Source: an optimization exercise on an open RTL-to-GDS flow (aim: small area, a short achievable clock period and few clock cycles). Production flows keep margins and buffers that such runs may drop. No functional check of the RTL was part of any run shown here.

### config.mk
export PLATFORM = sky130hd
export DESIGN_NAME = HT_TOP
export DESIGN_NICKNAME = HT_TOP
export VERILOG_FILES = /design/flow/design.v
export SDC_FILE = /design/flow/constraint.sdc
export NUM_CORES = 4
export LEC_CHECK = 0
export CAP_MARGIN = 20
export CORE_MARGIN = 2
export CORE_UTILIZATION = 40
export CTS_BUF_LIST = sky130_fd_sc_hd__clkbuf_8
export SLEW_MARGIN = 20
### constraint.sdc
create_clock -name core_clock -period 17.0 [get_ports {clk}]
set_input_delay 3.4000 -clock core_clock [delete_from_list [all_inputs] [get_ports {clk}]]
set_output_delay 3.4000 -clock core_clock [all_outputs]
set_load 0.01 [all_outputs]
### design.v
module SORT_IP #(parameter IP_WIDTH = 8) (
    IN_character, IN_weight,
    OUT_character
);
input [IP_WIDTH*4-1:0]  IN_character;
input [IP_WIDTH*5-1:0]  IN_weight;
output [IP_WIDTH*4-1:0] OUT_character;
generate
    if(IP_WIDTH == 3) 
    begin
        wire [3:0] index[0:2];
        wire [4:0] weight[0:2];
        wire [4:0] w[0:5];
        wire [3:0] i[0:5];
        assign index[0] = IN_character[3:0];
        assign index[1] = IN_character[7:4];
        assign index[2] = IN_character[11:8];
        assign weight[0] = IN_weight[4:0];
        assign weight[1] = IN_weight[9:5];
        assign weight[2] = IN_weight[14:10];   
        compare c0(.index_1(index[0]) ,.index_2(index[2]),.weight_1(weight[0]),.weight_2(weight[2]),.index_b(i[0]),.index_s(i[1]),.weight_b(w[0]), .weight_s(w[1]));
        compare c1(.index_1(i[0]) ,.index_2(index[1]),.weight_1(w[0]),.weight_2(weight[1]),.index_b(i[2]),.index_s(i[3]),.weight_b(w[2]), .weight_s(w[3]));
        compare c2(.index_1(i[3]) ,.index_2(i[1]),.weight_1(w[3]),.weight_2(w[1]),.index_b(i[4]),.index_s(i[5]),.weight_b(w[4]), .weight_s(w[5]));
        assign OUT_character = {i[2],i[4],i[5]};
    end
    else if(IP_WIDTH == 4)
    begin
        wire [3:0] index[0:3];
        wire [4:0] weight[0:3];
        wire [3:0] i[0:9];
        wire [4:0] w[0:9];
        assign index[0] = IN_character[3:0];
        assign index[1] = IN_character[7:4];
        assign index[2] = IN_character[11:8];
        assign index[3] = IN_character[15:12];
        assign weight[0] = IN_weight[4:0];
        assign weight[1] = IN_weight[9:5];
        assign weight[2] = IN_weight[14:10];
        assign weight[3] = IN_weight[19:15];
        compare c0(.index_1(index[0]) ,.index_2(index[2]),.weight_1(weight[0]),.weight_2(weight[2]),.index_b(i[0]),.index_s(i[2]),.weight_b(w[0]), .weight_s(w[2]));
        compare c1(.index_1(index[1]) ,.index_2(index[3]),.weight_1(weight[1]),.weight_2(weight[3]),.index_b(i[1]),.index_s(i[3]),.weight_b(w[1]), .weight_s(w[3]));
        compare c2(.index_1(i[0]) ,.index_2(i[1]),.weight_1(w[0]),.weight_2(w[1]),.index_b(i[4]),.index_s(i[5]),.weight_b(w[4]), .weight_s(w[5]));
        compare c3(.index_1(i[2]) ,.index_2(i[3]),.weight_1(w[2]),.weight_2(w[3]),.index_b(i[6]),.index_s(i[7]),.weight_b(w[6]), .weight_s(w[7]));
        compare c4(.index_1(i[5]) ,.index_2(i[6]),.weight_1(w[5]),.weight_2(w[6]),.index_b(i[8]),.index_s(i[9]),.weight_b(w[8]), .weight_s(w[9]));
        assign OUT_character = {i[4],i[8],i[9],i[7]};
    end
    else if(IP_WIDTH == 5)
    begin
        wire [3:0] index[0:4];
        wire [4:0] weight[0:4];
        wire [3:0] i[0:17];
        wire [4:0] w[0:17];
        assign index[0] = IN_character[3:0];
        assign index[1] = IN_character[7:4];
        assign index[2] = IN_character[11:8];
        assign index[3] = IN_character[15:12];
        assign index[4] = IN_character[19:16];
        assign weight[0] = IN_weight[4:0];
        assign weight[1] = IN_weight[9:5];
        assign weight[2] = IN_weight[14:10];
        assign weight[3] = IN_weight[19:15];
        assign weight[4] = IN_weight[24:20];
        compare c0(.index_1(index[0]) ,.index_2(index[3]),.weight_1(weight[0]),.weight_2(weight[3]),.index_b(i[0]),.index_s(i[2]),.weight_b(w[0]), .weight_s(w[2]));
        compare c1(.index_1(index[1]) ,.index_2(index[4]),.weight_1(weight[1]),.weight_2(weight[4]),.index_b(i[1]),.index_s(i[3]),.weight_b(w[1]), .weight_s(w[3]));
        compare c2(.index_1(i[0]) ,.index_2(index[2]),.weight_1(w[0]),.weight_2(weight[2]),.index_b(i[4]),.index_s(i[6]),.weight_b(w[4]), .weight_s(w[6]));
        compare c3(.index_1(i[1]) ,.index_2(i[2]),.weight_1(w[1]),.weight_2(w[2]),.index_b(i[5]),.index_s(i[7]),.weight_b(w[5]), .weight_s(w[7]));
        compare c4(.index_1(i[4]) ,.index_2(i[5]),.weight_1(w[4]),.weight_2(w[5]),.index_b(i[8]),.index_s(i[9]),.weight_b(w[8]), .weight_s(w[9]));
        compare c5(.index_1(i[6]) ,.index_2(i[3]),.weight_1(w[6]),.weight_2(w[3]),.index_b(i[10]),.index_s(i[11]),.weight_b(w[10]), .weight_s(w[11])); 
        compare c6(.index_1(i[9]) ,.index_2(i[10]),.weight_1(w[9]),.weight_2(w[10]),.index_b(i[12]),.index_s(i[13]),.weight_b(w[12]), .weight_s(w[13]));
        compare c7(.index_1(i[7]) ,.index_2(i[11]),.weight_1(w[7]),.weight_2(w[11]),.index_b(i[14]),.index_s(i[15]),.weight_b(w[14]), .weight_s(w[15])); 
        compare c8(.index_1(i[13]) ,.index_2(i[14]),.weight_1(w[13]),.weight_2(w[14]),.index_b(i[16]),.index_s(i[17]),.weight_b(w[16]), .weight_s(w[17]));    
        assign OUT_character = {i[8],i[12],i[16],i[17],i[15]};       
    end
    else if(IP_WIDTH == 6)
    begin
        wire [3:0] index[0:5];
        wire [4:0] weight[0:5];
        wire [3:0] i[0:23];
        wire [4:0] w[0:23];
        assign index[0] = IN_character[3:0];
        assign index[1] = IN_character[7:4];
        assign index[2] = IN_character[11:8];
        assign index[3] = IN_character[15:12];
        assign index[4] = IN_character[19:16];
        assign index[5] = IN_character[23:20];
        assign weight[0] = IN_weight[4:0];
        assign weight[1] = IN_weight[9:5];
        assign weight[2] = IN_weight[14:10];
        assign weight[3] = IN_weight[19:15];
        assign weight[4] = IN_weight[24:20];
        assign weight[5] = IN_weight[29:25];
        compare c0(.index_1(index[0]) ,.index_2(index[5]),.weight_1(weight[0]),.weight_2(weight[5]),.index_b(i[0]),.index_s(i[5]),.weight_b(w[0]), .weight_s(w[5]));
        compare c1(.index_1(index[1]) ,.index_2(index[3]),.weight_1(weight[1]),.weight_2(weight[3]),.index_b(i[1]),.index_s(i[3]),.weight_b(w[1]), .weight_s(w[3]));
        compare c2(.index_1(index[2]) ,.index_2(index[4]),.weight_1(weight[2]),.weight_2(weight[4]),.index_b(i[2]),.index_s(i[4]),.weight_b(w[2]), .weight_s(w[4]));
        compare c3(.index_1(i[1]) ,.index_2(i[2]),.weight_1(w[1]),.weight_2(w[2]),.index_b(i[6]),.index_s(i[7]),.weight_b(w[6]), .weight_s(w[7]));
        compare c4(.index_1(i[3]) ,.index_2(i[4]),.weight_1(w[3]),.weight_2(w[4]),.index_b(i[8]),.index_s(i[9]),.weight_b(w[8]), .weight_s(w[9]));
        compare c5(.index_1(i[0]) ,.index_2(i[8]),.weight_1(w[0]),.weight_2(w[8]),.index_b(i[10]),.index_s(i[12]),.weight_b(w[10]), .weight_s(w[12]));
        compare c6(.index_1(i[7]) ,.index_2(i[5]),.weight_1(w[7]),.weight_2(w[5]),.index_b(i[11]),.index_s(i[13]),.weight_b(w[11]), .weight_s(w[13]));
        compare c7(.index_1(i[10]) ,.index_2(i[6]),.weight_1(w[10]),.weight_2(w[6]),.index_b(i[14]),.index_s(i[15]),.weight_b(w[14]), .weight_s(w[15]));
        compare c8(.index_1(i[11]) ,.index_2(i[12]),.weight_1(w[11]),.weight_2(w[12]),.index_b(i[16]),.index_s(i[17]),.weight_b(w[16]), .weight_s(w[17]));
        compare c9(.index_1(i[9]) ,.index_2(i[13]),.weight_1(w[9]),.weight_2(w[13]),.index_b(i[18]),.index_s(i[19]),.weight_b(w[18]), .weight_s(w[19]));
        compare c10(.index_1(i[15]) ,.index_2(i[16]),.weight_1(w[15]),.weight_2(w[16]),.index_b(i[20]),.index_s(i[21]),.weight_b(w[20]), .weight_s(w[21]));
        compare c11(.index_1(i[17]) ,.index_2(i[18]),.weight_1(w[17]),.weight_2(w[18]),.index_b(i[22]),.index_s(i[23]),.weight_b(w[22]), .weight_s(w[23]));
        assign OUT_character = {i[14],i[20],i[21],i[22],i[23],i[19]};
    end
    else if(IP_WIDTH == 7)
    begin
        wire [3:0] index[0:6];
        wire [4:0] weight[0:6];
        wire [3:0] i[0:31];
        wire [4:0] w[0:31];
        assign index[0] = IN_character[3:0];
        assign index[1] = IN_character[7:4];
        assign index[2] = IN_character[11:8];
        assign index[3] = IN_character[15:12];
        assign index[4] = IN_character[19:16];
        assign index[5] = IN_character[23:20];
        assign index[6] = IN_character[27:24];
        assign weight[0] = IN_weight[4:0];
        assign weight[1] = IN_weight[9:5];
        assign weight[2] = IN_weight[14:10];
        assign weight[3] = IN_weight[19:15];
        assign weight[4] = IN_weight[24:20];
        assign weight[5] = IN_weight[29:25];
        assign weight[6] = IN_weight[34:30];
        compare c0(.index_1(index[0]) ,.index_2(index[6]),.weight_1(weight[0]),.weight_2(weight[6]),.index_b(i[0]),.index_s(i[1]),.weight_b(w[0]), .weight_s(w[1]));
        compare c1(.index_1(index[2]) ,.index_2(index[3]),.weight_1(weight[2]),.weight_2(weight[3]),.index_b(i[2]),.index_s(i[3]),.weight_b(w[2]), .weight_s(w[3]));
        compare c2(.index_1(index[4]) ,.index_2(index[5]),.weight_1(weight[4]),.weight_2(weight[5]),.index_b(i[4]),.index_s(i[5]),.weight_b(w[4]), .weight_s(w[5]));
        compare c3(.index_1(index[1]) ,.index_2(i[4]),.weight_1(weight[1]),.weight_2(w[4]),.index_b(i[6]),.index_s(i[7]),.weight_b(w[6]), .weight_s(w[7]));
        compare c4(.index_1(i[0]) ,.index_2(i[2]),.weight_1(w[0]),.weight_2(w[2]),.index_b(i[8]),.index_s(i[9]),.weight_b(w[8]), .weight_s(w[9]));
        compare c5(.index_1(i[3]) ,.index_2(i[1]),.weight_1(w[3]),.weight_2(w[1]),.index_b(i[10]),.index_s(i[11]),.weight_b(w[10]), .weight_s(w[11]));
        compare c6(.index_1(i[8]) ,.index_2(i[6]),.weight_1(w[8]),.weight_2(w[6]),.index_b(i[12]),.index_s(i[13]),.weight_b(w[12]), .weight_s(w[13]));
        compare c7(.index_1(i[10]) ,.index_2(i[7]),.weight_1(w[10]),.weight_2(w[7]),.index_b(i[14]),.index_s(i[15]),.weight_b(w[14]), .weight_s(w[15]));
        compare c8(.index_1(i[9]) ,.index_2(i[5]),.weight_1(w[9]),.weight_2(w[5]),.index_b(i[16]),.index_s(i[17]),.weight_b(w[16]), .weight_s(w[17]));
        compare c9(.index_1(i[13]) ,.index_2(i[16]),.weight_1(w[13]),.weight_2(w[16]),.index_b(i[18]),.index_s(i[19]),.weight_b(w[18]), .weight_s(w[19]));
        compare c10(.index_1(i[15]) ,.index_2(i[11]),.weight_1(w[15]),.weight_2(w[11]),.index_b(i[20]),.index_s(i[21]),.weight_b(w[20]), .weight_s(w[21]));
        compare c11(.index_1(i[19]) ,.index_2(i[14]),.weight_1(w[19]),.weight_2(w[14]),.index_b(i[22]),.index_s(i[23]),.weight_b(w[22]), .weight_s(w[23]));
        compare c12(.index_1(i[20]) ,.index_2(i[17]),.weight_1(w[20]),.weight_2(w[17]),.index_b(i[24]),.index_s(i[25]),.weight_b(w[24]), .weight_s(w[25]));
        compare c13(.index_1(i[18]) ,.index_2(i[22]),.weight_1(w[18]),.weight_2(w[22]),.index_b(i[26]),.index_s(i[27]),.weight_b(w[26]), .weight_s(w[27]));
        compare c14(.index_1(i[23]) ,.index_2(i[24]),.weight_1(w[23]),.weight_2(w[24]),.index_b(i[28]),.index_s(i[29]),.weight_b(w[28]), .weight_s(w[29]));
        compare c15(.index_1(i[25]) ,.index_2(i[21]),.weight_1(w[25]),.weight_2(w[21]),.index_b(i[30]),.index_s(i[31]),.weight_b(w[30]), .weight_s(w[31]));
        assign OUT_character = {i[12],i[26],i[27],i[28],i[29],i[30],i[31]};
    end
    else if(IP_WIDTH == 8)
    begin
        wire [3:0] index[7:0];
        wire [4:0] weight[7:0];
        wire [3:0] i[0:37];
        wire [4:0] w[0:37];
        assign index[0] = IN_character[3:0];
        assign index[1] = IN_character[7:4];
        assign index[2] = IN_character[11:8];
        assign index[3] = IN_character[15:12];
        assign index[4] = IN_character[19:16];
        assign index[5] = IN_character[23:20];
        assign index[6] = IN_character[27:24];
        assign index[7] = IN_character[31:28];
        assign weight[0] = IN_weight[4:0];
        assign weight[1] = IN_weight[9:5];
        assign weight[2] = IN_weight[14:10];
        assign weight[3] = IN_weight[19:15];
        assign weight[4] = IN_weight[24:20];
        assign weight[5] = IN_weight[29:25];
        assign weight[6] = IN_weight[34:30];
        assign weight[7] = IN_weight[39:35];
        compare c0(.index_1(index[1]) ,.index_2(index[3]),.weight_1(weight[1]),.weight_2(weight[3]),.index_b(i[0]),.index_s(i[1]),.weight_b(w[0]), .weight_s(w[1]));
        compare c1(.index_1(index[4]) ,.index_2(index[6]),.weight_1(weight[4]),.weight_2(weight[6]),.index_b(i[2]),.index_s(i[3]),.weight_b(w[2]), .weight_s(w[3]));
        compare c2(.index_1(index[0]) ,.index_2(index[2]),.weight_1(weight[0]),.weight_2(weight[2]),.index_b(i[4]),.index_s(i[5]),.weight_b(w[4]), .weight_s(w[5]));
        compare c3(.index_1(index[5]) ,.index_2(index[7]),.weight_1(weight[5]),.weight_2(weight[7]),.index_b(i[6]),.index_s(i[7]),.weight_b(w[6]), .weight_s(w[7]));
        compare c4(.index_1(i[4]) ,.index_2(i[2]),.weight_1(w[4]),.weight_2(w[2]),.index_b(i[8]),.index_s(i[9]),.weight_b(w[8]), .weight_s(w[9]));
        compare c5(.index_1(i[0]) ,.index_2(i[6]),.weight_1(w[0]),.weight_2(w[6]),.index_b(i[10]),.index_s(i[11]),.weight_b(w[10]), .weight_s(w[11]));     
        compare c6(.index_1(i[5]) ,.index_2(i[3]),.weight_1(w[5]),.weight_2(w[3]),.index_b(i[12]),.index_s(i[13]),.weight_b(w[12]), .weight_s(w[13]));
        compare c7(.index_1(i[1]) ,.index_2(i[7]),.weight_1(w[1]),.weight_2(w[7]),.index_b(i[14]),.index_s(i[15]),.weight_b(w[14]), .weight_s(w[15]));
        compare c8(.index_1(i[8]) ,.index_2(i[10]),.weight_1(w[8]),.weight_2(w[10]),.index_b(i[16]),.index_s(i[17]),.weight_b(w[16]), .weight_s(w[17]));
        compare c9(.index_1(i[12]) ,.index_2(i[14]),.weight_1(w[12]),.weight_2(w[14]),.index_b(i[18]),.index_s(i[19]),.weight_b(w[18]), .weight_s(w[19]));
        compare c10(.index_1(i[9]) ,.index_2(i[11]),.weight_1(w[9]),.weight_2(w[11]),.index_b(i[20]),.index_s(i[21]),.weight_b(w[20]), .weight_s(w[21]));
        compare c11(.index_1(i[13]) ,.index_2(i[15]),.weight_1(w[13]),.weight_2(w[15]),.index_b(i[22]),.index_s(i[23]),.weight_b(w[22]), .weight_s(w[23]));
        compare c12(.index_1(i[18]) ,.index_2(i[20]),.weight_1(w[18]),.weight_2(w[20]),.index_b(i[24]),.index_s(i[25]),.weight_b(w[24]), .weight_s(w[25]));
        compare c13(.index_1(i[19]) ,.index_2(i[21]),.weight_1(w[19]),.weight_2(w[21]),.index_b(i[26]),.index_s(i[27]),.weight_b(w[26]), .weight_s(w[27]));
        compare c14(.index_1(i[17]) ,.index_2(i[25]),.weight_1(w[17]),.weight_2(w[25]),.index_b(i[28]),.index_s(i[29]),.weight_b(w[28]), .weight_s(w[29]));
        compare c15(.index_1(i[26]) ,.index_2(i[22]),.weight_1(w[26]),.weight_2(w[22]),.index_b(i[30]),.index_s(i[31]),.weight_b(w[30]), .weight_s(w[31]));
        compare c16(.index_1(i[28]) ,.index_2(i[24]),.weight_1(w[28]),.weight_2(w[24]),.index_b(i[32]),.index_s(i[33]),.weight_b(w[32]), .weight_s(w[33]));
        compare c17(.index_1(i[30]) ,.index_2(i[29]),.weight_1(w[30]),.weight_2(w[29]),.index_b(i[34]),.index_s(i[35]),.weight_b(w[34]), .weight_s(w[35]));
        compare c18(.index_1(i[27]) ,.index_2(i[31]),.weight_1(w[27]),.weight_2(w[31]),.index_b(i[36]),.index_s(i[37]),.weight_b(w[36]), .weight_s(w[37]));
        assign OUT_character = {i[16],i[32],i[33],i[34],i[35],i[36],i[37],i[23]};
    end
    else
    begin
        wire [3:0] index[0:2];
        wire [4:0] weight[0:2];
        wire [4:0] w[0:5];
        wire [3:0] i[0:5];
        assign index[0] = IN_character[3:0];
        assign index[1] = IN_character[7:4];
        assign index[2] = IN_character[11:8];
        assign weight[0] = IN_weight[4:0];
        assign weight[1] = IN_weight[9:5];
        assign weight[2] = IN_weight[14:10];   
        compare c0(.index_1(index[0]) ,.index_2(index[2]),.weight_1(weight[0]),.weight_2(weight[2]),.index_b(i[0]),.index_s(i[1]),.weight_b(w[0]), .weight_s(w[1]));
        compare c1(.index_1(i[0]) ,.index_2(index[1]),.weight_1(w[0]),.weight_2(weight[1]),.index_b(i[2]),.index_s(i[3]),.weight_b(w[2]), .weight_s(w[3]));
        compare c2(.index_1(i[3]) ,.index_2(i[1]),.weight_1(w[3]),.weight_2(w[1]),.index_b(i[4]),.index_s(i[5]),.weight_b(w[4]), .weight_s(w[5]));
        assign OUT_character = {i[2],i[4],i[5]};
    end
endgenerate
endmodule
module compare(
   index_1, 
   index_2,
   weight_1,
   weight_2,
   index_b,
   index_s,
   weight_b,
   weight_s
);
input [3:0] index_1;
input [3:0] index_2;
input [4:0] weight_1;
input [4:0] weight_2;
output reg [3:0] index_b;
output reg [3:0] index_s;
output reg [4:0] weight_b;
output reg [4:0] weight_s;
always @ (*)
begin
    if(weight_1 > weight_2 || (weight_1 == weight_2 && index_1 > index_2))
    begin
        index_b = index_1;
        index_s = index_2;
        weight_b = weight_1;
        weight_s = weight_2;
    end
    else
    begin
        index_b = index_2;
        index_s = index_1;
        weight_b = weight_2;
        weight_s = weight_1;
    end
end
endmodule
module HT_TOP(
    clk,
    rst_n,
    in_valid,
    in_weight,
    out_mode,
    out_valid,
    out_code
);
input clk, rst_n, in_valid, out_mode;
input [2:0] in_weight;
output reg out_valid, out_code;
reg        vr, merge, sending;
reg  [2:0] cnt;
reg  [2:0] cur;
reg        mode;
reg  [2:0] xr;
reg  [4:0] lw [0:6];
reg  [2:0] lw7;       
reg        fill7;     
reg  [2:0] ptr [0:4];
reg  [7:0] code [0:4];
integer j, t;
function lt5;
    input [4:0] a, nb;
    integer k;
    reg c;
    begin
        c = 1'b1;
        for (k = 0; k < 5; k = k + 1)
            c = (a[k] & nb[k]) | (a[k] & c) | (nb[k] & c);
        lt5 = ~c;
    end
endfunction
wire [4:0] sum = lw[0] + lw[1];
wire [4:0] val = merge ? sum : {2'b00, xr};
reg  [9:0] lt;
reg  [4:0] lwx [0:9];
always @(*) begin
    for (j = 0; j < 7; j = j + 1) lwx[j] = lw[j];
    lwx[7] = {fill7, fill7, lw7 | {3{fill7}}};
    lwx[8] = 5'd31;
    lwx[9] = 5'd31;
    lt[8] = 1'b0;
    lt[9] = 1'b0;
    for (j = 0; j < 8; j = j + 1)
        lt[j] = lt5(lwx[j], ~val) | (!merge & (cnt < 8 - j));
    if (merge) lt[1] = 1'b1;
end
wire [7:0] th = merge ? lt[8:1] : lt[7:0];
wire [2:0] ins = {th[4],
                  (th[2] & ~th[4]) | th[6],
                  (th[1] & ~th[2]) | (th[3] & ~th[4]) | (th[5] & ~th[6]) | th[7]};
reg [2:0] leaf [0:4];
always @(*) begin
    leaf[0] = 3'd4;                    
    leaf[1] = mode ? 3'd2 : 3'd5;      
    leaf[2] = mode ? 3'd5 : 3'd6;      
    leaf[3] = mode ? 3'd0 : 3'd7;      
    leaf[4] = mode ? 3'd1 : 3'd3;      
end
wire first = merge & (cnt == 3'd5);    
wire root = merge & (cnt == 3'd6);
wire empty = (code[0][6:0] == 7'd1);
reg  [7:0] nextcode;
always @(*)
    case (cur[1:0])
        2'd0: nextcode = code[1];
        2'd1: nextcode = code[2];
        2'd2: nextcode = code[3];
        default: nextcode = code[4];
    endcase
wire [7:0] src = empty ? nextcode : {1'b0, code[0][6:0]};
wire fin = (src[7:1] == 7'd1) & ((cur + {2'b00, empty}) == 3'd4);
always @(posedge clk) begin
    if (in_valid & !vr) mode <= out_mode;
    if (root) cur <= 3'd0;
    else if (sending) cur <= cur + {2'b00, empty};
    xr <= in_weight;
    for (j = 0; j < 7; j = j + 1)
        if (merge | lt[j])
            lw[j] <= ({5{merge & lt[j+2]}} & lwx[j+2])
                   | ({5{merge ? (lt[j+1] & ~lt[j+2]) : (lt[j] & ~lt[j+1])}} & val)
                   | ({5{merge ^ lt[j+1]}} & lwx[j+1]);
    fill7 <= merge;
    if (!merge & lt[7]) lw7 <= xr;
    for (t = 0; t < 5; t = t + 1)
        if (merge ? (ptr[t][2:1] == 2'b00) : (leaf[t] == cnt))
            ptr[t] <= ins;
        else
            ptr[t] <= lt[ptr[t]] ? (ptr[t] - {merge, !merge}) : (ptr[t] - {2'b00, merge});
    for (t = 0; t < 5; t = t + 1)
        if (vr)
            code[t] <= {code[t][6:0], cnt == 3'd7};
        else if (merge & (ptr[t][2:1] == 2'b00) & !(root & ((t == 0) | ((t == 1) & empty))))
            code[t] <= {code[t][6:0], ~ptr[t][0]};
    if (sending | (root & !empty))
        code[0] <= {1'b0, src[7:1]};
end
always @(posedge clk or negedge rst_n) begin
    if (!rst_n) begin
        vr <= 1'b0;
        merge <= 1'b0;
        sending <= 1'b0;
        cnt <= 3'd0;
        out_valid <= 1'b0;
        out_code <= 1'b0;
    end else begin
        vr <= in_valid;
        if (vr) begin
            cnt <= cnt + 3'd1;
            if (cnt == 3'd7) merge <= 1'b1;
        end else if (merge) begin
            cnt <= cnt + 3'd1;
            if (first) begin
                out_valid <= 1'b1;
                out_code <= lt[2] ^ (ptr[0][2:1] == 2'b00);
            end
            if (root) begin
                merge <= 1'b0;
                sending <= 1'b1;
                out_code <= empty ? ~ptr[1][0] : code[0][0];
                cnt <= 3'd0;
            end
        end else if (sending) begin
            out_code <= src[0];
            if (fin) sending <= 1'b0;
        end else begin
            out_valid <= 1'b0;
            out_code <= 1'b0;
        end
    end
end
endmodule
### flow/run.sh
#!/bin/bash
# Layout with ORFS's own scripts. Changes from the standard layout:
#  - synthesis is the standard one except that ABC maps the logic for area
#    (flip-flops are mapped before ABC, so registers are unchanged);
#  - repair_timing aims for a larger setup margin (MARGIN ns) than the
#    standard flow settings allow, and repairs by resizing cells (and
#    removing buffers) rather than by adding buffers. Constraints are
#    unchanged.
set -euo pipefail
MARGIN=${MARGIN:-12.6}
HERE=$(pwd)
printf 'strash\ndch\nmap -a\nstrash\ndch\nmap -a\n' > "$HERE/area.abc"
cat > "$HERE/area_synth.tcl" <<'TCL'
proc abc {args} {
  set i [lsearch -exact $args -script]
  if {$i >= 0} {
    set args [lreplace $args [expr {$i + 1}] [expr {$i + 1}] $::env(AREA_ABC_SCRIPT)]
  }
  yosys abc {*}$args
}
TCL
cat synth_recipe.tcl >> "$HERE/area_synth.tcl"
export AREA_ABC_SCRIPT="$HERE/area.abc"
bash standard.sh SYNTH_SCRIPT="$HERE/area_synth.tcl" SETUP_SLACK_MARGIN="$MARGIN" SETUP_MOVE_SEQUENCE="unbuffer,sizeup,swap" finish > standard_flow.log 2>&1
### standard.sh
#!/bin/bash
# synth_recipe.tcl (not shown) runs the flow's synth.tcl, then flattens the netlist and writes it again
# the make line also repeats each setting of config.mk as NAME=value (left out here)
make -C /OpenROAD-flow-scripts/flow DESIGN_CONFIG=/design/flow/config.mk WORK_HOME=/design/flow/orfs CLKGATE_MAP_FILE= SYNTH_SCRIPT=/design/flow/synth_recipe.tcl "${@:-finish}"
==> results of run 1 <==
worst paths after layout:
path	from	endpoint	slack, ns
worst min-delay path	code[3][3]	code[3][4]	0.46
worst max-delay path	out_code	out_code	12.61
worst min register to register	code[3][3]	code[3][4]	0.46
max in group asynchronous	rst_n	merge	13.46
worst max register to register	lw[1][0]	ptr[1][2]	12.74
min in group asynchronous	rst_n	sending	3.25
repair_timing:
item | CTS | global route
pin swaps | 1 | 15
gates resized for setup | 30 | 62
endpoints found under the hold margin | 0 | 0
setup endpoints to repair | 33 | 16
Yosys cell counts:
cell      instances
a21boi_0          1
a21o_2            1
a21oi_1          47
a221oi_1          1
a22oi_1          34
a311oi_1          1
a31oi_1           5
a32oi_1           1
a41oi_1           1
and2_2            1
clkinv_1         78
conb_1            1
dfrtp_1           8
dfxtp_1          22
edfxtp_1         78
fa_1              6
ha_1             32
maj3_1            5
mux2i_1          10
nand2_1          87
nand3_1           6
nand4_1           1
nor2_1           29
nor3_1           10
nor3b_1           1
nor4_1            1
o211ai_1          3
o21ai_0          91
o21bai_1          2
o221ai_1         20
o22ai_1          14
o311ai_0          1
o31a_2            1
or2_2             5
xor2_1            8
cell type report:
type / instances / area, sq um / share of cell area, %
multi-input cells: 431 / 2840 / 42.4
flip-flops and latches: 108 / 2990 / 44.6
well taps: 184 / 230 / 3.43
clock inverters: 7 / 91.3 / 1.36
inverters: 78 / 340 / 5.08
clock buffers: 9 / 124 / 1.85
repair buffers: 9 / 87.6 / 1.31
cell families (layout without fill, tap and decap cells):
kind of cell	Yosys count	after routing	synth area share [%]
AOI/OAI and AO/OA	224	224	22.7
and+or+nand+nor	141	141	9.67
DFF	108	108	50.2
buffers and inverters	78	103	4.93
adders and majority gates	43	43	9.60
muxes	10	10	1.68
xor gates and xnor gates	8	8	1.18
other	1	5	0.0631
through the flow:
stage               utilization (%)  hold WS (ns)  setup WS (ns)
floorplan                         -         0.403          12.65
finish                         46.1         0.463          12.61
global route                   46.1         0.476          12.55
CTS                            45.2         0.465          12.60
global placement               43.2         0.429          11.88
detailed placement             43.2         0.437          11.67
state kept, by name, indices dropped and copies added (netlist names):
name,flops
code,39
lw,35
ptr,15
cnt,3
cur,3
lw7,3
xr,3
fill7,1
merge,1
mode,1
out_code,1
out_valid,1
sending,1
vr,1
cells in the final DEF, fill, tap and decap left out, types with 3 or more instances in the layout:
cell             synthesis  routed
nand2_1                 87      80
edfxtp_1                78      78
clkinv_1                78      69
o21ai_0                 91      66
a21oi_1                 47      45
a22oi_1                 34      34
ha_1                    32      28
nor2_1                  29      27
dfxtp_1                 22      22
o21ai_1                  0      19
o221ai_1                20      17
o22ai_1                 14      12
mux2i_1                 10      10
nor3_1                  10       9
clkbuf_8                 0       9
xor2_1                   8       8
dfrtp_1                  8       7
nand2_2                  0       6
clkdlybuf4s50_1          0       6
o21ai_2                  0       5
nand3_1                  6       5
a31oi_1                  5       5
fa_2                     0       5
conb_1                   1       5
or2_2                    5       4
maj3_1                   5       4
ha_2                     0       4
o221ai_2                 0       3
o211ai_1                 3       3
per-layer routing:
layer  wire, um  vias up  track usage, %
met5          0        -               0
met2       6900      140            30.6
li1           -     2324               -
met4        347        0            8.14
met3        606       31            3.27
met1       6600     2308            24.4
==> metrics.md, run 1 <==
| Metric | Value |
|---|---|
| Slew @ Worst Pin | 0.858 ns |
| CTS tree | yes |
| WL/cell | 17.5 um |
| Die ar. | 0.0158 sq mm |
| Nets | 682 |
| H-tree levels | 3 |
| Clock Latency Late Sink | 0.40 ns |
| Max-Cap Viols | 0 |
| Largest net degree at the start of global routing | 40 |
| Period utilization | 25.8% |
| Setup Buffers After CTS | 0 |
| DP Cell Count | 810 |
| Setup violators final | 0 |
| Synthesized area per cell | 9.69 sq um |
| Synth Cell Area | 0.00594 sq mm |
| Sink Count | 108 |
| Total gr overflow | 0 |
| Sequential fraction of the synthesis area | 50.2% |
| Worst min path class | reg2reg |
| Fin Setup TNS | 0 ns |
| Slowest Stage Delay on Critical Path | 0.45 ns |
| Starting Density | 40.9% |
| GRT Util Overall | 18.7% |
| Critical path type | reg2out |
| Tmin final | 4.39 ns |
| Root Driver | clkbuf_8 |
| Share of cells above drive strength 1 | 11.2% |
| Vias in the first global route | 4,765 |
| R2R cell count | 21 |
| Worst EP arrival | 0.99 ns |
| Slowest-stage cell, CP | dfrtp_1 |
| Die height | 126 um |
| Syn Inst Count | 613 |
| Placement row count | 44 |
| Synth area leaders | edfxtp_1 (39%), o21ai_0 (7.7%), dfxtp_1 (7.4%) |
| Initial antenna violation count | 0 |
| CP top delay family | flip-flops |
| Startpoint types | flip-flop |
| #FFs+latches synth | 108 |
| Post-synth top area share | 39.4% |
| Hold Violations, Final | 0 |
| Clk slew on worst S/H paths | 0.12 ns |
| Port Buffer Count | 8 |
| Yosys cell types | 35 |
| Area growth syn-to-layout | 12.8% |
| Placed cell area | 0.00628 sq mm |
| CP cell instances | buf_6 |
| Detailed-route vias per instance | 5.81 |
| First-pass GRT wire length | 23.9 mm |
| Crit path required time | 13.60 ns |
| CTS Buf Count | 9 |
| Max-slew headroom | 42.8% |
| Die X | 126 um |
| Final Max Slew Viols | 0 |
| Outcome | timing/DRC/antenna clean |
| Filler instances | 1,388 |
| Crit path depth | 1 |
| Worst Hold Path Cells | 0 |
| Pre-antenna DRT Iters | 5 |
| Clock skew | 0.0205 ns |
| Drt total wl | 14.4 mm |
| # IOs | 9 |
| CP endpoint kind | output pin |
| Non-Filler Instances | 826 |
| Design area | 0.00670 sq mm |
| Routability cong. | 0.925 |
| DRC | 0 |
| Antenna-violating nets left | 0 |
| Core area | 0.0145 sq mm |
| Yosys warns | 6 |
| Drt initial violations | 376 |
| DP Wirelength | 10.7 mm |
| Fmax | 0.228 GHz |
| Unrepaired setup endpoints after global routing | yes |
| CTS Buffer Depth | 2 |
| Antenna fix cells | 0 |
| Largest fanout on the critical path | 2 |
| Detailed-route via count | 4,803 |
| Buf/Inv on CP | 1 |
| Hold-fix buffers at CTS | 0 |
| Dominant cell type by area after synthesis | edfxtp_1 |
==> run 2: changes to the inputs <==
--- a/design.v
+++ b/design.v
@@ -251,11 +251,10 @@
 input clk, rst_n, in_valid, out_mode;
 input [2:0] in_weight;
 output reg out_valid, out_code;
-reg        vr, merge, sending;
+reg        merge, sending;
 reg  [2:0] cnt;
 reg  [2:0] cur;
 reg        mode;
-reg  [2:0] xr;
 reg  [4:0] lw [0:6];
 reg  [2:0] lw7;       
 reg        fill7;     
@@ -274,7 +273,13 @@
     end
 endfunction
 wire [4:0] sum = lw[0] + lw[1];
-wire [4:0] val = merge ? sum : {2'b00, xr};
+wire [4:0] val = merge ? sum : {2'b00, in_weight};
+wire [7:0] gt;
+genvar v;
+generate for (v = 0; v < 8; v = v + 1) begin : G
+    assign gt[v] = (in_weight > v);
+end endgenerate
+wire cur_mode = (cnt == 3'd0) ? out_mode : mode;
 reg  [9:0] lt;
 reg  [4:0] lwx [0:9];
 always @(*) begin
@@ -285,70 +290,72 @@
     lt[8] = 1'b0;
     lt[9] = 1'b0;
     for (j = 0; j < 8; j = j + 1)
-        lt[j] = lt5(lwx[j], ~val) | (!merge & (cnt < 8 - j));
+        lt[j] = merge ? lt5(lwx[j], ~sum) : (gt[lwx[j][2:0]] | (cnt < 8 - j));
     if (merge) lt[1] = 1'b1;
 end
-wire [7:0] th = merge ? lt[8:1] : lt[7:0];
-wire [2:0] ins = {th[4],
-                  (th[2] & ~th[4]) | th[6],
-                  (th[1] & ~th[2]) | (th[3] & ~th[4]) | (th[5] & ~th[6]) | th[7]};
+reg [2:0] ins;
+always @(*) begin
+    ins = 3'd0;
+    for (j = 0; j < 8; j = j + 1)
+        if (merge) begin
+            if (lt[j+1] & !lt[j+2]) ins = j;
+        end else begin
+            if (lt[j] & !lt[j+1]) ins = j;
+        end
+end
 reg [2:0] leaf [0:4];
 always @(*) begin
     leaf[0] = 3'd4;                    
-    leaf[1] = mode ? 3'd2 : 3'd5;      
-    leaf[2] = mode ? 3'd5 : 3'd6;      
-    leaf[3] = mode ? 3'd0 : 3'd7;      
-    leaf[4] = mode ? 3'd1 : 3'd3;      
+    leaf[1] = cur_mode ? 3'd2 : 3'd5;      
+    leaf[2] = cur_mode ? 3'd5 : 3'd6;      
+    leaf[3] = cur_mode ? 3'd0 : 3'd7;      
+    leaf[4] = cur_mode ? 3'd1 : 3'd3;      
 end
 wire first = merge & (cnt == 3'd5);    
 wire root = merge & (cnt == 3'd6);
 wire empty = (code[0][6:0] == 7'd1);
-reg  [7:0] nextcode;
-always @(*)
-    case (cur[1:0])
-        2'd0: nextcode = code[1];
-        2'd1: nextcode = code[2];
-        2'd2: nextcode = code[3];
-        default: nextcode = code[4];
-    endcase
-wire [7:0] src = empty ? nextcode : {1'b0, code[0][6:0]};
+wire [7:0] src = empty ? code[1] : {1'b0, code[0][6:0]};
 wire fin = (src[7:1] == 7'd1) & ((cur + {2'b00, empty}) == 3'd4);
 always @(posedge clk) begin
-    if (in_valid & !vr) mode <= out_mode;
+    if (in_valid & (cnt == 3'd0)) mode <= out_mode;
     if (root) cur <= 3'd0;
     else if (sending) cur <= cur + {2'b00, empty};
-    xr <= in_weight;
     for (j = 0; j < 7; j = j + 1)
         if (merge | lt[j])
             lw[j] <= ({5{merge & lt[j+2]}} & lwx[j+2])
                    | ({5{merge ? (lt[j+1] & ~lt[j+2]) : (lt[j] & ~lt[j+1])}} & val)
                    | ({5{merge ^ lt[j+1]}} & lwx[j+1]);
     fill7 <= merge;
-    if (!merge & lt[7]) lw7 <= xr;
+    if (!merge & lt[7]) lw7 <= in_weight;
     for (t = 0; t < 5; t = t + 1)
         if (merge ? (ptr[t][2:1] == 2'b00) : (leaf[t] == cnt))
             ptr[t] <= ins;
         else
             ptr[t] <= lt[ptr[t]] ? (ptr[t] - {merge, !merge}) : (ptr[t] - {2'b00, merge});
     for (t = 0; t < 5; t = t + 1)
-        if (vr)
+        if (in_valid)
             code[t] <= {code[t][6:0], cnt == 3'd7};
         else if (merge & (ptr[t][2:1] == 2'b00) & !(root & ((t == 0) | ((t == 1) & empty))))
             code[t] <= {code[t][6:0], ~ptr[t][0]};
     if (sending | (root & !empty))
         code[0] <= {1'b0, src[7:1]};
+    if (sending) begin
+        if (empty) begin
+            code[1] <= code[2];
+            code[2] <= code[3];
+            code[3] <= code[4];
+        end
+    end
 end
 always @(posedge clk or negedge rst_n) begin
     if (!rst_n) begin
-        vr <= 1'b0;
         merge <= 1'b0;
         sending <= 1'b0;
         cnt <= 3'd0;
         out_valid <= 1'b0;
         out_code <= 1'b0;
     end else begin
-        vr <= in_valid;
-        if (vr) begin
+        if (in_valid) begin
             cnt <= cnt + 3'd1;
             if (cnt == 3'd7) merge <= 1'b1;
         end else if (merge) begin
==> flow/run.sh (replaced) <==
#!/bin/bash
# Layout with ORFS's own scripts. Two changes from the standard layout:
#  - synthesis is the standard one except that ABC maps the logic for area
#    (flip-flops are mapped before ABC, so registers are unchanged);
#  - repair_timing aims for a larger setup margin (MARGIN ns) than the
#    standard flow settings allow. Constraints are unchanged.
set -euo pipefail
MARGIN=${MARGIN:-12.6}
HERE=$(pwd)
printf 'strash\ndch\nmap -a\nstrash\ndch\nmap -a\n' > "$HERE/area.abc"
cat > "$HERE/area_synth.tcl" <<'TCL'
proc abc {args} {
  set i [lsearch -exact $args -script]
  if {$i >= 0} {
    set args [lreplace $args [expr {$i + 1}] [expr {$i + 1}] $::env(AREA_ABC_SCRIPT)]
  }
  yosys abc {*}$args
}
TCL
cat synth_recipe.tcl >> "$HERE/area_synth.tcl"
export AREA_ABC_SCRIPT="$HERE/area.abc"
bash standard.sh SYNTH_SCRIPT="$HERE/area_synth.tcl" SETUP_SLACK_MARGIN="$MARGIN" finish > standard_flow.log 2>&1
==> metrics.md, run 2 <==
| Metric | Value |
|---|---|
| Setup violators final | 0 |
| Detailed-route via count | 5,907 |
| Worst min path class | reg2reg |
| Clk slew on worst S/H paths | 0.11 ns |
| Crit path required time | 17.27 ns |
| Unrepaired setup endpoints after global routing | yes |
| Routability cong. | 0.939 |
| Port Buffer Count | 8 |
| Core area | 0.0151 sq mm |
| Sequential fraction of the synthesis area | 43.4% |
| Synth top cells by count | nand2_1 (120), clkinv_1 (114), o21ai_0 (109) |
| Max-slew headroom | 27.8% |
| Placement row count | 45 |
| CP cell instances | buf_12 > buf_4 > nor2_4 > o221ai_4 > a31oi_4 > nor2_4 > nor2_4 > inv_4 > a21oi_2 > o21ai_1 > nand3_1 > o31ai_2 > ha_1 > ha_2 > fa_2 > mux2i_1 |
| Vias in the first global route | 5,586 |
| Post-synth top area share | 26.5% |
| Most common cell after layout, fill and taps aside | nand2_1 |
| Starting Density | 40.6% |
| Largest net degree at the start of global routing | 31 |
| Detailed-route vias per instance | 5.79 |
| DP Wirelength | 12.9 mm |
| CTS tree | yes |
| Dominant cell type by area after synthesis | edfxtp_1 |
| CTS Buffer Depth | 2 |
| Placed cell area | 0.00662 sq mm |
| Die height | 128 um |
| Max-Cap Viols | 0 |
| Sink Count | 104 |
| Drt initial violations | 640 |
| Most frequent cells in the layout | nand2_1 (106), clkinv_1 (101), o21ai_0 (83) |
| Fraction of registers with async set/reset | 6.73% |
| Synth Cell Area | 0.00612 sq mm |
| FF-to-FF Start | lw[1][0] |
| Final Max Slew Viols | 0 |
| Biggest regs | code x39, lw x35, ptr x15 |
| Post-synth EDFFs | 54 |
| Clock Latency Late Sink | 0.41 ns |
| #FFs+latches synth | 104 |
| Antenna-violating nets left | 0 |
| Syn Inst Count | 754 |
| Hold Crit Start | code[4][7] |
| Synthesized area per cell | 8.12 sq um |
| CP endpoint kind | flip-flop |
| CTS Buf Count | 9 |
| Most common cell in the netlist | nand2_1 |
| Antenna fix cells | 0 |
| Share of cells above drive strength 1 | 22.1% |
| Slowest Stage Delay on Critical Path | 0.52 ns |
| WL/cell | 17.6 um |
| Total gr overflow | 0 |
| Cell repeated most along the worst path | nor2_4 |
| Nets | 862 |
| DRC | 0 |
| Clock skew | 0.0107 ns |
| Synth area leaders | edfxtp_1 (26%), dfxtp_1 (14%), o21ai_0 (8.9%) |
| Tmin final | 5.74 ns |
| Pre-antenna DRT Iters | 5 |
| Max reg flops | 39 |
| Layout Utilization | 51.3% |
| Design area | 0.00774 sq mm |
| Drt total wl | 18.0 mm |
| Period utilization | 33.7% |
| Worst EP arrival | 6.01 ns |
| Slew @ Worst Pin | 1.07 ns |
| Ys flop type | edfxtp_1 |
| Outcome | timing/DRC/antenna clean |
| Yosys warns | 6 |
| Fmax | 0.174 GHz |
| Hold Violations, Final | 0 |
| Die ar. | 0.0163 sq mm |
| Yosys cell types | 34 |
| Area growth syn-to-layout | 26.5% |
| First-pass GRT wire length | 28.7 mm |
| # IOs | 9 |
| Worst Setup SP | in_weight[0] |
| Fin Setup TNS | 0 ns |
| Root Driver | clkbuf_8 |
| GRT Util Overall | 22.3% |
| Startpoint types | input port |
| H-tree levels | 3 |
| Largest fanout on the critical path | 4 |
| Initial antenna violation count | 0 |
| Slowest-stage cell, CP | fa_2 |
| Biggest register | code |
| Die X | 128 um |
| Critical path type | in2reg |
==> run 2: per-stage QoR <==
stage / std cells / setup WS, ns / hold WS [ns]
CTS: 996 / 11.38 / 0.461
global placement: 956 / 9.64 / 0.427
global route: 1021 / 11.17 / 0.480
detailed placement: 956 / 9.58 / 0.433
floorplan: 758 / 11.19 / 0.419
finish: 1021 / 11.26 / 0.453
==> run 2: final timing paths <==
path	end	slack (ns)	cells after the start
min in group asynchronous	out_valid	3.27	1
worst min-delay path	code[3][7]	0.45	2
max in group asynchronous	cnt[1]	13.46	1
worst max register to register	ptr[1][1]	11.94	22
worst min register to register	code[3][7]	0.45	2
worst max-delay path	ptr[1][1]	11.26	16
==> run 2: worst max-delay path, delay by kind of cell <==
| kind | cells | cell delay [ns] |
|---|---|---|
| muxes | 1 | 0.06 |
| and+or+nand+nor | 4 | 0.49 |
| buffers and inverters | 3 | 0.32 |
| adders and majority gates | 3 | 1.04 |
| AOI/OAI and AO/OA | 5 | 0.67 |
==> run 2: cell type report <==
| cell class | instances | area, sq um |
|---|---|---|
| fill | 1397 | 7350 |
| multi-input combinational | 540 | 3580 |
| sequential | 104 | 2660 |
| timing repair buffer | 59 | 553 |
| inverter | 114 | 522 |
| tap | 188 | 235 |
| clock buffer | 9 | 124 |
| clock inverter | 7 | 66.3 |
==> run 2: cell families after synthesis <==
group	synth area share (%)
DFF	43.4
xor gates and xnor gates	1.15
buffers and inverters	6.99
adders and majority gates	7.07
AOI/OAI and AO/OA	24.1
other	0.0613
and+or+nand+nor	15.2
muxes	1.96
==> run 2: what timing repair did <==
item                                    in CTS  in global routing
gates cloned                                 0                  0
hold buffers                                 0                  0
endpoints found under the setup margin     127                 82
resized for setup                          113                 71
setup buffers                               24                 25
pin swaps                                   23                 27
==> run 2: per-layer routing <==
layer	routed length, um	vias to the layer above	global-route usage (%)
met1	8010	2830	30.2
met2	8620	204	36.4
met3	1000	30	4.51
met5	0	-	0
li1	-	2843	-
met4	337	0	6.59
==> run 3: changes to the inputs <==
--- a/design.v
+++ b/design.v
@@ -251,16 +251,20 @@
 input clk, rst_n, in_valid, out_mode;
 input [2:0] in_weight;
 output reg out_valid, out_code;
-reg        merge, sending;
+reg        vr, merge, sending;
 reg  [2:0] cnt;
-reg  [2:0] cur;
+reg  [2:0] cur;       
+reg  [2:0] stp;       
 reg        mode;
+reg  [2:0] xr;
 reg  [4:0] lw [0:6];
 reg  [2:0] lw7;       
 reg        fill7;     
-reg  [2:0] ptr [0:4];
-reg  [7:0] code [0:4];
-integer j, t;
+reg  [2:0] p0 [0:4];
+reg  [2:0] q1, q2, q3;
+reg  [1:0] q4, q5;
+reg        q6;
+integer j, t, i;
 function lt5;
     input [4:0] a, nb;
     integer k;
@@ -272,14 +276,19 @@
         lt5 = ~c;
     end
 endfunction
+function lt3;
+    input [2:0] a, b;
+    integer k;
+    reg c;
+    begin
+        c = 1'b0;
+        for (k = 0; k < 3; k = k + 1)
+            c = (~a[k] & b[k]) | (~a[k] & c) | (b[k] & c);
+        lt3 = c;
+    end
+endfunction
 wire [4:0] sum = lw[0] + lw[1];
-wire [4:0] val = merge ? sum : {2'b00, in_weight};
-wire [7:0] gt;
-genvar v;
-generate for (v = 0; v < 8; v = v + 1) begin : G
-    assign gt[v] = (in_weight > v);
-end endgenerate
-wire cur_mode = (cnt == 3'd0) ? out_mode : mode;
+wire [4:0] val = merge ? sum : {2'b00, xr};
 reg  [9:0] lt;
 reg  [4:0] lwx [0:9];
 always @(*) begin
@@ -290,7 +299,7 @@
     lt[8] = 1'b0;
     lt[9] = 1'b0;
     for (j = 0; j < 8; j = j + 1)
-        lt[j] = merge ? lt5(lwx[j], ~sum) : (gt[lwx[j][2:0]] | (cnt < 8 - j));
+        lt[j] = lt5(lwx[j], ~val) | (!merge & (cnt < 8 - j));
     if (merge) lt[1] = 1'b1;
 end
 reg [2:0] ins;
@@ -306,73 +315,111 @@
 reg [2:0] leaf [0:4];
 always @(*) begin
     leaf[0] = 3'd4;                    
-    leaf[1] = cur_mode ? 3'd2 : 3'd5;      
-    leaf[2] = cur_mode ? 3'd5 : 3'd6;      
-    leaf[3] = cur_mode ? 3'd0 : 3'd7;      
-    leaf[4] = cur_mode ? 3'd1 : 3'd3;      
-end
-wire first = merge & (cnt == 3'd5);    
-wire root = merge & (cnt == 3'd6);
-wire empty = (code[0][6:0] == 7'd1);
-wire [7:0] src = empty ? code[1] : {1'b0, code[0][6:0]};
-wire fin = (src[7:1] == 7'd1) & ((cur + {2'b00, empty}) == 3'd4);
+    leaf[1] = mode ? 3'd2 : 3'd5;      
+    leaf[2] = mode ? 3'd5 : 3'd6;      
+    leaf[3] = mode ? 3'd0 : 3'd7;      
+    leaf[4] = mode ? 3'd1 : 3'd3;      
+end
+reg [2:0] p, qi, pos5, pm1, pm2;
+reg [1:0] u1;
+reg [7:1] inv, bv;
+always @(*) begin
+    p = p0[cur];
+    pos5 = 3'd0;
+    for (i = 1; i < 7; i = i + 1) begin
+        case (i)
+            1: qi = q1;
+            2: qi = q2;
+            3: qi = q3;
+            4: qi = {1'b0, q4};
+            5: qi = {1'b0, q5};
+            default: qi = {2'b00, q6};
+        endcase
+        if (i == 6) pos5 = p;
+        inv[i] = (p[2:1] == 2'b00);
+        bv[i] = (p == 3'd0);
+        u1 = {p[2] & p[1], ~p[1]};
+        pm2 = {u1, p[0]};
+        pm1 = p[0] ? {p[2:1], 1'b0} : {u1, 1'b1};
+        if (inv[i]) p = qi;
+        else if (lt3(pm2, qi)) p = pm2;
+        else p = pm1;
+    end
+    inv[7] = 1'b1;
+    bv[7] = (p == 3'd0);
+end
+reg [2:0] nxt;
+reg       more;
+always @(*) begin
+    nxt = 3'd0;
+    more = 1'b0;
+    for (i = 1; i < 7; i = i + 1)
+        if (inv[i] && (i < stp)) begin
+            nxt = i;
+            more = 1'b1;
+        end
+end
+wire last_merge = merge & (cnt == 3'd5);    
 always @(posedge clk) begin
-    if (in_valid & (cnt == 3'd0)) mode <= out_mode;
-    if (root) cur <= 3'd0;
-    else if (sending) cur <= cur + {2'b00, empty};
+    if (in_valid & !vr) mode <= out_mode;
+    xr <= in_weight;
     for (j = 0; j < 7; j = j + 1)
         if (merge | lt[j])
             lw[j] <= ({5{merge & lt[j+2]}} & lwx[j+2])
                    | ({5{merge ? (lt[j+1] & ~lt[j+2]) : (lt[j] & ~lt[j+1])}} & val)
                    | ({5{merge ^ lt[j+1]}} & lwx[j+1]);
     fill7 <= merge;
-    if (!merge & lt[7]) lw7 <= in_weight;
-    for (t = 0; t < 5; t = t + 1)
-        if (merge ? (ptr[t][2:1] == 2'b00) : (leaf[t] == cnt))
-            ptr[t] <= ins;
-        else
-            ptr[t] <= lt[ptr[t]] ? (ptr[t] - {merge, !merge}) : (ptr[t] - {2'b00, merge});
-    for (t = 0; t < 5; t = t + 1)
-        if (in_valid)
-            code[t] <= {code[t][6:0], cnt == 3'd7};
-        else if (merge & (ptr[t][2:1] == 2'b00) & !(root & ((t == 0) | ((t == 1) & empty))))
-            code[t] <= {code[t][6:0], ~ptr[t][0]};
-    if (sending | (root & !empty))
-        code[0] <= {1'b0, src[7:1]};
-    if (sending) begin
-        if (empty) begin
-            code[1] <= code[2];
-            code[2] <= code[3];
-            code[3] <= code[4];
+    if (!merge & lt[7]) lw7 <= xr;
+    if (vr)
+        for (t = 0; t < 5; t = t + 1)
+            if (leaf[t] == cnt) p0[t] <= ins;
+            else if (lt[p0[t]]) p0[t] <= p0[t] - 3'd1;
+    if (merge)
+        case (cnt)
+            3'd0: q1 <= ins;
+            3'd1: q2 <= ins;
+            3'd2: q3 <= ins;
+            3'd3: q4 <= ins[1:0];
+            3'd4: q5 <= ins[1:0];
+            3'd5: q6 <= ins[0];
+            default: ;
+        endcase
+    if (merge & (cnt != 3'd5)) begin
+        cur <= 3'd0;
+        stp <= 3'd7;
+    end else if (last_merge | sending) begin
+        if (more) stp <= nxt;
+        else begin
+            stp <= 3'd7;
+            cur <= cur + 3'd1;
         end
     end
 end
 always @(posedge clk or negedge rst_n) begin
     if (!rst_n) begin
+        vr <= 1'b0;
         merge <= 1'b0;
         sending <= 1'b0;
         cnt <= 3'd0;
         out_valid <= 1'b0;
         out_code <= 1'b0;
     end else begin
-        if (in_valid) begin
+        vr <= in_valid;
+        if (vr) begin
             cnt <= cnt + 3'd1;
             if (cnt == 3'd7) merge <= 1'b1;
         end else if (merge) begin
             cnt <= cnt + 3'd1;
-            if (first) begin
-                out_valid <= 1'b1;
-                out_code <= lt[2] ^ (ptr[0][2:1] == 2'b00);
-            end
-            if (root) begin
+            if (last_merge) begin
                 merge <= 1'b0;
                 sending <= 1'b1;
-                out_code <= empty ? ~ptr[1][0] : code[0][0];
+                out_valid <= 1'b1;
+                out_code <= lt[2] ^ (pos5[2:1] == 2'b00);
                 cnt <= 3'd0;
             end
         end else if (sending) begin
-            out_code <= src[0];
-            if (fin) sending <= 1'b0;
+            out_code <= bv[stp];
+            if (!more & (cur == 3'd4)) sending <= 1'b0;
         end else begin
             out_valid <= 1'b0;
             out_code <= 1'b0;
==> metrics.md, run 3 <==
| Metric | Value |
|---|---|
| Largest fanout on the critical path | 4 |
| Die X | 125 um |
| Starting Density | 40.7% |
| CP endpoint kind | flip-flop |
| Biggest regs | lw x35, p0 x15 |
| Buf/Inv on CP | 9 |
| Setup violators final | 0 |
| Slowest Stage Delay on Critical Path | 0.38 ns |
| Worst EP arrival | 6.65 ns |
| Detailed-route vias per instance | 5.54 |
| #FFs+latches synth | 86 |
| CTS Buf Count | 9 |
| Post-synth top area share | 34.6% |
| Worst min path class | reg2reg |
| Final Max Slew Viols | 0 |
| Routability cong. | 0.819 |
| Dominant cell type by area after synthesis | edfxtp_1 |
| Detailed-route via count | 5,528 |
| Top sig layer | met4 |
| Vias in the first global route | 5,440 |
| Crit path required time | 17.31 ns |
| Antenna-violating nets left | 0 |
| Period utilization | 37.3% |
| Max reg flops | 35 |
| Most common cell after layout, fill and taps aside | clkinv_1 |
| Outcome | timing/DRC/antenna clean |
| Synth Cell Area | 0.00590 sq mm |
| Critical path type | reg2reg |
| Core area | 0.0145 sq mm |
| Drt initial violations | 420 |
| First-pass GRT wire length | 27.1 mm |
| Yosys warns | 5 |
| Unrepaired setup endpoints after global routing | yes |
| Slew @ Worst Pin | 0.852 ns |
| Fraction of registers with async set/reset | 9.30% |
| Most frequent cells in the layout | clkinv_1 (104), nand2_1 (90), o21ai_0 (73) |
| Biggest register | lw |
| Slowest-stage cell, CP | dfxtp_4 |
| Cell repeated most along the worst path | o21ai_2 |
| CTS tree | yes |
| Root Driver | clkbuf_8 |
| # IOs | 9 |
| Share of cells above drive strength 1 | 21.8% |
| Most common cell in the netlist | clkinv_1 |
| Synth area leaders | edfxtp_1 (35%), clkinv_1 (8.8%), ha_1 (7.9%) |
| Antenna fix cells | 0 |
| Yosys cell types | 30 |
| Synthesized area per cell | 7.96 sq um |
| Drt total wl | 16.6 mm |
| Hold Violations, Final | 0 |
| Largest net degree at the start of global routing | 30 |
| Ys flop type | edfxtp_1 |
| Post-synth EDFFs | 68 |
| CP top delay family | compound AO/OA/AOI/OAI gates |
| Die height | 125 um |
| Initial antenna violation count | 1 |
| Sequential fraction of the synthesis area | 41.4% |
| Pre-antenna DRT Iters | 5 |
| Filler instances | 1,361 |
| Clock skew | 0.0133 ns |
| Area growth syn-to-layout | 24.2% |
| M1 WL | 7.64 mm |
| Clk slew on worst S/H paths | 0.09 ns |
| CTS Buffer Depth | 2 |
| DRC | 0 |
| DR WL met2 | 7.87 mm |
| Synth top cells by count | clkinv_1 (139), nand2_1 (101), o21ai_0 (90) |
| Port Buffer Count | 8 |
| Final worst setup slack | 10.66 ns |
| Fin Setup TNS | 0 ns |
| WL/cell | 16.6 um |
| Fmax | 0.158 GHz |
| Die ar. | 0.0157 sq mm |
| Total gr overflow | 0 |
| Max-slew headroom | 43.2% |
| Sink Count | 86 |
| Syn Inst Count | 741 |
| Max-Cap Viols | 0 |
| H-tree levels | 3 |
| Nets | 853 |
| Clock Latency Late Sink | 0.38 ns |
| Placement row count | 44 |
| Tmin final | 6.34 ns |
| DP Wirelength | 12.1 mm |
| Metal3 WL | 539 um |
| GRT Util Overall | 21.4% |
| Startpoint types | flip-flop |
| Post-Place Setup Slack | 10.23 ns |
[run 3: cell types whose count changed after synthesis, moves of 6 or more]
cell      delta
a22oi_1      +9
clkinv_1    +25
dfxtp_1     -33
edfxtp_1    +14
ha_1        +16
mux2i_1     -12
nand2_1     -19
nand3_1      +6
nor2_1      +15
o211ai_1    +10
o21ai_0     -19
[run 3: final cells by class]
class | count | area (sq um) | share of cell area, %
clock buffer | 9 | 124 | 1.69
clock inverter | 7 | 91.3 | 1.25
inverter | 139 | 586 | 8.00
multi-input combinational | 520 | 3420 | 46.7
sequential | 86 | 2460 | 33.6
tap | 184 | 230 | 3.15
timing repair buffer | 52 | 415 | 5.68
[run 3: path summary, 6_finish.rpt]
check / startpoint / to / slack, ns / cells after the start
max: cur[0] / cur[2] / 10.66 / 45
min: xr[0] / lw7[0] / 0.51 / 0
max reg2reg: cur[0] / cur[2] / 10.66 / 45
min reg2reg: xr[0] / lw7[0] / 0.51 / 0
max in group asynchronous: rst_n / merge / 13.39 / 1
min in group asynchronous: rst_n / out_code / 3.30 / 1
[run 3: worst reg2reg max path, delay by kind of cell, from the launching register on]
kind	cells	cell delay (ns)
AO/OA/AOI/OAI	22	3.51
AND/OR/NAND/NOR	12	1.10
flip-flops	1	0.38
buffers and inverters	9	0.95
adder cells (fa/ha/maj)	2	0.33
[run 3: metal layers]
layer | vias to the layer above | GRT usage, %
li1 | 2759 | -
met1 | 2638 | 28.1
met2 | 96 | 35.4
met3 | 35 | 3.51
met4 | 0 | 8.43
met5 | - | 0
[run 3: what timing repair did]
item                                    in CTS  in global routing
endpoints found under the setup margin      94                 58
hold endpoints to repair                     0                  0
pin swaps                                   28                 28
hold buffers                                 0                  0
resized for setup                           57                 66
setup buffers                               27                 16
[run 3: logic make-up after synthesis]
group,after synthesis,synth area share [%]
AO/OA/AOI/OAI,242,24.5
AND/OR/NAND/NOR,225,15.4
buffers and inverters,139,8.85
flip-flops,86,41.4
adder cells (fa/ha/maj),43,9.04
XOR/XNOR,5,0.743
other,1,0.0636
[run 3: stage by stage]
step / instance area, sq um / util (%) / hold WS, ns / std cells
after floorplan: 6080 / - / 0.403 / 745
after global placement: 6400 / 44.2 / 0.480 / 938
after detailed placement: 6400 / 44.2 / 0.496 / 938
after CTS: 6970 / 48.2 / 0.518 / 981
after global routing: 7320 / 50.6 / 0.534 / 997
final: 7320 / 50.6 / 0.512 / 997

## separate check: timing with driven ports
No port has a modelled driver above. Below, the same layouts with a new extraction and two added sets of constraints.
Step 1: set_driving_cell puts a clkbuf_16 on clk and a buf_2 on each other input, an assumption about the parent block.
Step 2, shift: input delay + t, output delay - t, t = (earliest + latest rising clock arrival at the registers) / 2. This alone moves slack from input paths to output paths.
Three values: ideal ports, drivers, drivers and shift; two values: the first two.
run	t, ns	slack for setup (ns)	worst setup path after step 2	worst data-port slew with drivers (ns)
run 1	0.423	12.608 / 12.573 / 12.681	input to register	0.03
run 2	0.438	11.264 / 11.236 / 10.799	input to register	0.08
run 3	0.412	10.660 / 10.660 / 10.660	register to register	0.03
After both steps setup and hold are still met in every run listed. For run 2, which loses most, drivers alone change the setup slack by -0.028 ns; drivers and shift together by -0.465 ns.
